This design comes from an exercise in tuning for small area, a short achievable clock period and few clock cycles on the open sky130 flow, not from production work. Where RTL was checked, it was by simulation tests only, not by an equivalence proof against the original.

==> run a: inputs <==
// fundamental_milestone
module fundamental_milestone (
		input logic Clock_50,
		input logic Resetn,
		input logic m1_enable,
		input logic [15:0] SRAM_read_data,
		output logic [15:0] SRAM_write_data,
		output logic SRAM_we_n,
		output logic [17:0] SRAM_address,
		output logic m1_disable
		);
logic        running;
logic [3:0]  ph;         
logic [1:0]  warm;       
logic [6:0]  col;        
logic        wr_en;
assign wr_en = (warm == 2'd3);
logic [16:0] up;
logic [16:0] ya;       
logic [17:0] wp;
logic [17:0] inc;
logic [7:0]  us0, us1, us2, us3, us4, us5, us6;    
logic [7:0]  vs0, vs1, vs2, vs3, vs4, vs5, vs6;    
logic [15:0] ybuf;
logic        u_en, u_ld, v_en, v_ld;    
logic [9:0]  fu, fv;            
logic [7:0]  px_y;
logic [9:0]  px_u, px_v;        
logic [10:0] r_a, r_b, g_a, g_b, b_a, b_b;
logic        r_c, g_c, b_c;
logic [8:0]  p1, p2, p3;        
logic [7:0]  hold;
wire ya_0 = up[1] ^ 1'b1;
wire ya_1 = up[1] & 1'b1;
wire ya_2 = up[2] ^ 1'b1;
wire ya_3 = up[2] & 1'b1;
wire ya_4 = up[3] ^ 1'b1;
wire ya_5 = up[3] & 1'b1;
wire ya_6 = up[4] ^ 1'b1;
wire ya_7 = up[4] & 1'b1;
wire ya_8 = up[5] ^ 1'b1;
wire ya_9 = up[5] & 1'b1;
wire ya_10 = up[6] ^ 1'b1;
wire ya_11 = up[6] & 1'b1;
wire ya_12 = up[7] ^ 1'b1;
wire ya_13 = up[7] & 1'b1;
wire ya_14 = up[8] ^ 1'b1;
wire ya_15 = up[8] & 1'b1;
wire ya_16 = up[11] ^ 1'b1;
wire ya_17 = up[11] & 1'b1;
wire ya_18 = up[13] ^ 1'b1;
wire ya_19 = up[13] & 1'b1;
wire ya_20 = up[14] ^ 1'b1;
wire ya_21 = up[14] & 1'b1;
wire ya_22 = up[16] ^ 1'b1;
wire ya_23 = up[16] & 1'b1;
wire ya_24 = ya_3 | (ya_2 & ya_1);
wire ya_25 = ya_2 & ya_0;
wire ya_26 = ya_7 | (ya_6 & ya_5);
wire ya_27 = ya_6 & ya_4;
wire ya_28 = ya_11 | (ya_10 & ya_9);
wire ya_29 = ya_10 & ya_8;
wire ya_30 = ya_15 | (ya_14 & ya_13);
wire ya_31 = ya_14 & ya_12;
wire ya_32 = up[10] & up[9];
wire ya_33 = up[12] & ya_17;
wire ya_34 = up[12] & ya_16;
  ...
export LEC_CHECK = 0
export CAP_MARGIN = 20
export CORE_MARGIN = 2
export CORE_UTILIZATION = 40
export PLACE_DENSITY = 0.6
export SLEW_MARGIN = 20
export SYNTH_HIERARCHICAL = 1
export SYNTH_MINIMUM_KEEP_SIZE = 0
export SETUP_SLACK_MARGIN = 11.8
create_clock -name core_clock -period 16.0 [get_ports {Clock_50}]
standard.sh (not shown) runs the stock make flow with config.mk's settings and CLKGATE_MAP_FILE= SYNTH_SCRIPT=/design/flow/synth_recipe.tcl, a recipe that flattens the netlist after the stock synthesis.
==> flow/flow/run.sh <==
#!/bin/bash
set -euo pipefail
cat >> config.mk <<'EOC'
export SETUP_SLACK_MARGIN = 11.8
EOC
bash standard.sh > standard.log 2>&1
==> run b: changes against run a <==
--- a/flow/design.v
+++ b/flow/design.v
@@ -94,15 +94,15 @@
 logic [16:0] ya;       
 logic [17:0] wp;
 logic [17:0] inc;
 logic [7:0]  us0, us1, us2, us3, us4, us5, us6;    
 logic [7:0]  vs0, vs1, vs2, vs3, vs4, vs5, vs6;    
 logic [15:0] ybuf;
 logic        u_en, u_ld, v_en, v_ld;    
-logic [9:0]  fu, fv;            
+logic [9:0]  fv;                
 logic [7:0]  px_y;
 logic [9:0]  px_u, px_v;        
 logic [10:0] r_a, r_b, g_a, g_b, b_a, b_b;
 logic        r_c, g_c, b_c;
 logic [8:0]  p1, p2, p3;        
 logic [7:0]  hold;
 wire ya_0 = up[1] ^ 1'b1;
@@ -204,15 +204,15 @@
 logic [3:0]  nph;
 logic        n_isv, n_pre, n_first, n_78, n_last;
 logic [7:0]  t0, t1, t2, t3, t4, t5;
 logic [7:0]  s0, s1, s2, s3, s4, s5;
 always_comb begin
 	nph = ph + 4'd1;
 	n_isv = (nph == 4'd1) || (nph == 4'd7);
-	n_pre = (nph == 4'd5) || (nph == 4'd7);
+	n_pre = (nph == 4'd7) || (nph == 4'd9);
 	if (n_pre) begin
 		n_first = (col == 7'd79);
 		n_78    = 1'b0;
 		n_last  = (col == 7'd78);
 	end else begin
 		n_first = (col == 7'd0);
 		n_78    = (col == 7'd78);
@@ -1550,38 +1550,38 @@
 wire db_60 = db_18 ^ db_48;
 wire db_61 = db_20 ^ db_49;
 assign b_s = {db_61, db_60, db_59, db_58, db_57, db_56, db_55, db_54, db_53, db_52, db_51};
 logic [7:0] q_r, q_g, q_b;
 assign q_r = r_s[10] ? 8'd0 : (r_s[9] | r_s[8]) ? 8'd255 : r_s[7:0];
 assign q_g = g_s[10] ? 8'd0 : (g_s[9] | g_s[8]) ? 8'd255 : g_s[7:0];
 assign q_b = b_s[10] ? 8'd0 : (b_s[9] | b_s[8]) ? 8'd255 : b_s[7:0];
+always_ff @(posedge Clock_50) begin
+	if (!running) begin
+		ph <= 4'd6;
+		warm <= 2'd0;
+		col <= 7'd77;
+	end else begin
+		ph <= (ph == 4'd9) ? 4'd0 : ph + 4'd1;
+		if (ph == 4'd9) begin
+			if (!wr_en) warm <= warm + 2'd1;
+			col <= (col == 7'd79) ? 7'd0 : col + 7'd1;
+		end
+	end
+end
 always_ff @(posedge Clock_50 or negedge Resetn) begin
 	if (!Resetn) begin
 		running <= 1'b0;
 		SRAM_we_n <= 1'b1;
 		m1_disable <= 1'b0;
-		ph <= 4'd0;
-		warm <= 2'd0;
-		col <= 7'd0;
 	end else begin
 		m1_disable <= 1'b0;
 		if (!running) begin
 			SRAM_we_n <= 1'b1;
-			if (m1_enable) begin
-				running <= 1'b1;
-				ph <= 4'd6;
-				warm <= 2'd0;
-				col <= 7'd77;
-			end
+			if (m1_enable) running <= 1'b1;
 		end else begin
-			ph <= (ph == 4'd9) ? 4'd0 : ph + 4'd1;
-			if (ph == 4'd9) begin
-				if (!wr_en) warm <= warm + 2'd1;
-				col <= (col == 7'd79) ? 7'd0 : col + 7'd1;
-			end
 			case (ph)
 				4'd1, 4'd2, 4'd3, 4'd6, 4'd7, 4'd8: SRAM_we_n <= ~wr_en;
 				default: SRAM_we_n <= 1'b1;
 			endcase
 			if (ph == 4'd8 && wr_en && SRAM_address == 18'h3FFFE) begin
 				m1_disable <= 1'b1;
 				running <= 1'b0;
@@ -1602,35 +1602,34 @@
 			4'd1, 4'd6: SRAM_address <= wp;
 			default: SRAM_address <= inc;
 		endcase
 		if (ph == 4'd0) up <= inc[16:0];
 		if ((ph == 4'd4 || ph == 4'd9) && wr_en) wp <= inc;
 	end
 	if (ph == 4'd3 || ph == 4'd7) ybuf <= SRAM_read_data;
-	u_en <= (ph == 4'd1) || (ph == 4'd2);
+	u_en <= (ph == 4'd1) || (ph == 4'd3);
 	u_ld <= (ph == 4'd1);
 	v_en <= (ph == 4'd0) || (ph == 4'd7);
 	v_ld <= (ph == 4'd7);
 	if (u_en) begin
 		us0 <= us1; us1 <= us2; us2 <= us3; us3 <= us4; us4 <= us5;
 		us5 <= u_ld ? SRAM_read_data[15:8] : us6;
 		us6 <= SRAM_read_data[7:0];
 	end
 	if (v_en) begin
 		vs0 <= vs1; vs1 <= vs2; vs2 <= vs3; vs3 <= vs4; vs4 <= vs5;
 		vs5 <= v_ld ? SRAM_read_data[15:8] : vs6;
 		vs6 <= SRAM_read_data[7:0];
 	end
 	p1 <= p1_d; p2 <= p2_d; p3 <= p3_d;
-	if (ph == 4'd4 || ph == 4'd6) fu <= fout;
 	if (ph == 4'd2 || ph == 4'd8) fv <= fout;
 	case (ph)
-		4'd9: begin px_y <= ybuf[15:8]; px_u <= {2'b00, us2}; px_v <= {2'b00, vs1}; end
-		4'd4: begin px_y <= ybuf[15:8]; px_u <= {2'b00, us1}; px_v <= {2'b00, vs1}; end
-		default: begin px_y <= ybuf[7:0]; px_u <= fu; px_v <= fv; end
+		4'd9, 4'd4: begin px_y <= ybuf[15:8]; px_u <= {2'b00, us2}; px_v <= {2'b00, vs1}; end
+		4'd0, 4'd5: begin px_y <= ybuf[7:0];  px_u <= fout;          px_v <= fv; end
+		default:    begin px_y <= ybuf[7:0];                          px_v <= fv; end
 	endcase
 	r_a <= r_a_d; r_b <= r_b_d; r_c <= r_c_d;
 	g_a <= g_a_d; g_b <= g_b_d; g_c <= g_c_d;
 	b_a <= b_a_d; b_b <= b_b_d; b_c <= b_c_d;
 	case (ph)
 		4'd1, 4'd6: begin SRAM_write_data <= {q_r, q_g}; hold <= q_b; end
 		4'd2, 4'd7: SRAM_write_data <= {hold, q_r};
==> flow/flow/run.sh (replaced) <==
#!/bin/bash
set -euo pipefail
cat >> config.mk <<'EOC'
export SETUP_SLACK_MARGIN = 11.6
EOC
bash standard.sh > standard.log 2>&1
--- a/flow/config.mk
+++ b/flow/config.mk
@@ -4,12 +4,14 @@
 export VERILOG_FILES = /design/flow/design.v
 export SDC_FILE = /design/flow/constraint.sdc
 export NUM_CORES = 4
 export LEC_CHECK = 0
 export CAP_MARGIN = 20
 export CORE_MARGIN = 2
 export CORE_UTILIZATION = 40
+export CTS_CLUSTER_DIAMETER = 70
+export CTS_CLUSTER_SIZE = 36
 export PLACE_DENSITY = 0.6
 export SLEW_MARGIN = 20
 export SYNTH_HIERARCHICAL = 1
 export SYNTH_MINIMUM_KEEP_SIZE = 0
-export SETUP_SLACK_MARGIN = 11.8
+export SETUP_SLACK_MARGIN = 11.6
==> run c: changes against run a <==
--- a/flow/config.mk
+++ b/flow/config.mk
@@ -4,12 +4,14 @@
 export VERILOG_FILES = /design/flow/design.v
 export SDC_FILE = /design/flow/constraint.sdc
 export NUM_CORES = 4
 export LEC_CHECK = 0
 export CAP_MARGIN = 20
 export CORE_MARGIN = 2
 export CORE_UTILIZATION = 40
+export CTS_CLUSTER_DIAMETER = 50
+export CTS_CLUSTER_SIZE = 24
 export PLACE_DENSITY = 0.6
 export SLEW_MARGIN = 20
 export SYNTH_HIERARCHICAL = 1
 export SYNTH_MINIMUM_KEEP_SIZE = 0
 export SETUP_SLACK_MARGIN = 11.8
==> run d: changes against run a <==
--- a/flow/design.v
+++ b/flow/design.v
@@ -86,117 +86,28 @@
 		);
 logic        running;
 logic [3:0]  ph;         
 logic [1:0]  warm;       
 logic [6:0]  col;        
 logic        wr_en;
 assign wr_en = (warm == 2'd3);
+logic [15:0] yp;
 logic [16:0] up;
-logic [16:0] ya;       
 logic [17:0] wp;
 logic [17:0] inc;
 logic [7:0]  us0, us1, us2, us3, us4, us5, us6;    
 logic [7:0]  vs0, vs1, vs2, vs3, vs4, vs5, vs6;    
 logic [15:0] ybuf;
-logic        u_en, u_ld, v_en, v_ld;    
 logic [9:0]  fu, fv;            
 logic [7:0]  px_y;
 logic [9:0]  px_u, px_v;        
 logic [10:0] r_a, r_b, g_a, g_b, b_a, b_b;
 logic        r_c, g_c, b_c;
 logic [8:0]  p1, p2, p3;        
 logic [7:0]  hold;
-wire ya_0 = up[1] ^ 1'b1;
-wire ya_1 = up[1] & 1'b1;
-wire ya_2 = up[2] ^ 1'b1;
-wire ya_3 = up[2] & 1'b1;
-wire ya_4 = up[3] ^ 1'b1;
-wire ya_5 = up[3] & 1'b1;
-wire ya_6 = up[4] ^ 1'b1;
-wire ya_7 = up[4] & 1'b1;
-wire ya_8 = up[5] ^ 1'b1;
-wire ya_9 = up[5] & 1'b1;
-wire ya_10 = up[6] ^ 1'b1;
-wire ya_11 = up[6] & 1'b1;
-wire ya_12 = up[7] ^ 1'b1;
-wire ya_13 = up[7] & 1'b1;
-wire ya_14 = up[8] ^ 1'b1;
-wire ya_15 = up[8] & 1'b1;
-wire ya_16 = up[11] ^ 1'b1;
-wire ya_17 = up[11] & 1'b1;
-wire ya_18 = up[13] ^ 1'b1;
-wire ya_19 = up[13] & 1'b1;
-wire ya_20 = up[14] ^ 1'b1;
-wire ya_21 = up[14] & 1'b1;
-wire ya_22 = up[16] ^ 1'b1;
-wire ya_23 = up[16] & 1'b1;
-wire ya_24 = ya_3 | (ya_2 & ya_1);
-wire ya_25 = ya_2 & ya_0;
-wire ya_26 = ya_7 | (ya_6 & ya_5);
-wire ya_27 = ya_6 & ya_4;
-wire ya_28 = ya_11 | (ya_10 & ya_9);
-wire ya_29 = ya_10 & ya_8;
-wire ya_30 = ya_15 | (ya_14 & ya_13);
-wire ya_31 = ya_14 & ya_12;
-wire ya_32 = up[10] & up[9];
-wire ya_33 = up[12] & ya_17;
-wire ya_34 = up[12] & ya_16;
-wire ya_35 = ya_21 | (ya_20 & ya_19);
-wire ya_36 = ya_20 & ya_18;
-wire ya_37 = ya_22 & up[15];
-wire ya_38 = ya_9 | (ya_8 & ya_26);
-wire ya_39 = ya_8 & ya_27;
-wire ya_40 = ya_28 | (ya_29 & ya_26);
-wire ya_41 = ya_29 & ya_27;
-wire ya_42 = up[9] & ya_30;
-wire ya_43 = up[9] & ya_31;
-wire ya_44 = ya_32 & ya_30;
-wire ya_45 = ya_32 & ya_31;
-wire ya_46 = ya_19 | (ya_18 & ya_33);
-wire ya_47 = ya_18 & ya_34;
-wire ya_48 = ya_35 | (ya_36 & ya_33);
-wire ya_49 = ya_36 & ya_34;
-wire ya_50 = ya_5 | (ya_4 & ya_24);
-wire ya_51 = ya_26 | (ya_27 & ya_24);
-wire ya_52 = ya_38 | (ya_39 & ya_24);
-wire ya_53 = ya_40 | (ya_41 & ya_24);
-wire ya_54 = ya_17 | (ya_16 & ya_44);
-wire ya_55 = ya_16 & ya_45;
-wire ya_56 = ya_33 | (ya_34 & ya_44);
-wire ya_57 = ya_34 & ya_45;
-wire ya_58 = ya_46 | (ya_47 & ya_44);
-wire ya_59 = ya_47 & ya_45;
-wire ya_60 = ya_48 | (ya_49 & ya_44);
-wire ya_61 = ya_49 & ya_45;
-wire ya_62 = ya_13 | (ya_12 & ya_53);
-wire ya_63 = ya_30 | (ya_31 & ya_53);
-wire ya_64 = ya_42 | (ya_43 & ya_53);
-wire ya_65 = ya_44 | (ya_45 & ya_53);
-wire ya_66 = ya_54 | (ya_55 & ya_53);
-wire ya_67 = ya_56 | (ya_57 & ya_53);
-wire ya_68 = ya_58 | (ya_59 & ya_53);
-wire ya_69 = ya_60 | (ya_61 & ya_53);
-wire ya_70 = up[15] & ya_69;
-wire ya_71 = ya_23 | (ya_37 & ya_69);
-wire ya_72 = ya_2 ^ ya_1;
-wire ya_73 = ya_4 ^ ya_24;
-wire ya_74 = ya_6 ^ ya_50;
-wire ya_75 = ya_8 ^ ya_51;
-wire ya_76 = ya_10 ^ ya_52;
-wire ya_77 = ya_12 ^ ya_53;
-wire ya_78 = ya_14 ^ ya_62;
-wire ya_79 = up[9] ^ ya_63;
-wire ya_80 = up[10] ^ ya_64;
-wire ya_81 = ya_16 ^ ya_65;
-wire ya_82 = up[12] ^ ya_66;
-wire ya_83 = ya_18 ^ ya_67;
-wire ya_84 = ya_20 ^ ya_68;
-wire ya_85 = up[15] ^ ya_69;
-wire ya_86 = ya_22 ^ ya_70;
-assign ya = {ya_86, ya_85, ya_84, ya_83, ya_82, ya_81, ya_80, ya_79, ya_78, ya_77, ya_76, ya_75, ya_74, ya_73, ya_72, ya_0, up[0]};
 logic [17:0] icy;
 always_comb begin
 	icy[0] = 1'b1;
 	for (int i = 1; i < 18; i++) icy[i] = icy[i-1] & SRAM_address[i-1];
 	inc = SRAM_address ^ icy;
 end
 logic        f_isv, f_pre;
@@ -1587,41 +1498,39 @@
 				running <= 1'b0;
 			end
 		end
 	end
 end
 always_ff @(posedge Clock_50) begin
 	if (!running) begin
+		yp <= 16'hFFFD;
 		up <= 17'd38400;
 		wp <= 18'd146944;
 		SRAM_address <= 18'd57600;
 	end else begin
 		case (ph)
 			4'd9: SRAM_address <= {1'b0, up};
-			4'd0, 4'd4: SRAM_address <= {ya, (ph == 4'd0)};    
+			4'd0, 4'd4: SRAM_address <= {2'b00, yp};
 			4'd5: SRAM_address <= {1'b0, up[16:8] + 9'h4B, up[7:0]};    
 			4'd1, 4'd6: SRAM_address <= wp;
 			default: SRAM_address <= inc;
 		endcase
 		if (ph == 4'd0) up <= inc[16:0];
+		if (ph == 4'd1 || ph == 4'd5) yp <= inc[15:0];
 		if ((ph == 4'd4 || ph == 4'd9) && wr_en) wp <= inc;
 	end
 	if (ph == 4'd3 || ph == 4'd7) ybuf <= SRAM_read_data;
-	u_en <= (ph == 4'd1) || (ph == 4'd2);
-	u_ld <= (ph == 4'd1);
-	v_en <= (ph == 4'd0) || (ph == 4'd7);
-	v_ld <= (ph == 4'd7);
-	if (u_en) begin
+	if (ph == 4'd2 || ph == 4'd3) begin
 		us0 <= us1; us1 <= us2; us2 <= us3; us3 <= us4; us4 <= us5;
-		us5 <= u_ld ? SRAM_read_data[15:8] : us6;
+		us5 <= (ph == 4'd2) ? SRAM_read_data[15:8] : us6;
 		us6 <= SRAM_read_data[7:0];
 	end
-	if (v_en) begin
+	if (ph == 4'd1 || ph == 4'd8) begin
 		vs0 <= vs1; vs1 <= vs2; vs2 <= vs3; vs3 <= vs4; vs4 <= vs5;
-		vs5 <= v_ld ? SRAM_read_data[15:8] : vs6;
+		vs5 <= (ph == 4'd8) ? SRAM_read_data[15:8] : vs6;
 		vs6 <= SRAM_read_data[7:0];
 	end
 	p1 <= p1_d; p2 <= p2_d; p3 <= p3_d;
 	if (ph == 4'd4 || ph == 4'd6) fu <= fout;
 	if (ph == 4'd2 || ph == 4'd8) fv <= fout;
 	case (ph)
 		4'd9: begin px_y <= ybuf[15:8]; px_u <= {2'b00, us2}; px_v <= {2'b00, vs1}; end
==> qor summary <==
Die Ht: run b 245.4 um; run a 246.7 um; run d 247.7 um; run c 246.7 um
Area taken by multi-input logic gates: run b 13570 sq um; run a 13540 sq um; run d 13520 sq um; run c 13500 sq um
Crit path largest cell delay: run b 0.58 ns; run a 0.53 ns; run d 0.54 ns; run c 0.54 ns
DR vias/cell: run b 5.237; run a 5.213; run d 5.188; run c 5.198
Run status: run b no timing/DRC/antenna violations; run a no timing/DRC/antenna violations; run d no timing/DRC/antenna violations; run c no timing/DRC/antenna violations
Achievable frequency: run b 223.4 MHz; run a 226.4 MHz; run d 225.5 MHz; run c 226.0 MHz
Worst Hold Path EP: run b us2[5]; run a px_v[9]; run d px_v[9]; run c px_v[9]
Post-synthesis sequential area ratio: run b 0.3802; run a 0.3876; run d 0.3945; run c 0.3876
WL met3: run b 2.401 mm; run a 2.378 mm; run d 1.898 mm; run c 2.451 mm
Area of the core region: run b 57700 sq um; run a 57920 sq um; run d 58910 sq um; run c 57920 sq um
Tapcells: run b 765; run a 765; run d 773; run c 765
Startpoint of the lowest-slack hold path: run b us3[5]; run a fv[9]; run d fv[9]; run c fv[9]
Die ar.: run b 60240 sq um; run a 60850 sq um; run d 61350 sq um; run c 60850 sq um
Testbench counts of run b, summed over its fixed seeds: cycles 1,536,200.
Only the layout flow was run in run a, run c and run d; the RTL was not checked for function there.

re-timing with driven ports:
The flow's constraints put no driver on any port. The routed layouts listed below were extracted and timed again, unchanged, in two steps.
Step 1 assumes that a clkbuf_16 drives the clock port and a buf_2 every other input.
Step 2 times the ports against the registers' clock, not the clock port: input delays grow and output delays shrink by t, the midpoint of the rising clock arrivals with the driver on.
a / b / c = ideal / step 1 / step 2; a / b = the first two.
run	shift t [ns]	slack for setup (ns)	worst setup path after step 2	worst register clock-pin slew, ns	pins driven straight from the clock port
run a	0.634	11.584 / 11.522 / 11.431	input to register	0.07 / 0.07	1
run b	0.633	11.525 / 11.525 / 11.525	register to register	0.10 / 0.10	1
run c	0.620	11.576 / 11.516 / 11.429	input to register	0.08 / 0.08	1
run d	0.630	11.566 / 11.508 / 11.430	input to register	0.06 / 0.06	1
After both steps setup and hold are still met in every run listed. The setup slack of run a, which loses most, moves by -0.062 ns with the drivers and by -0.153 ns with both steps.
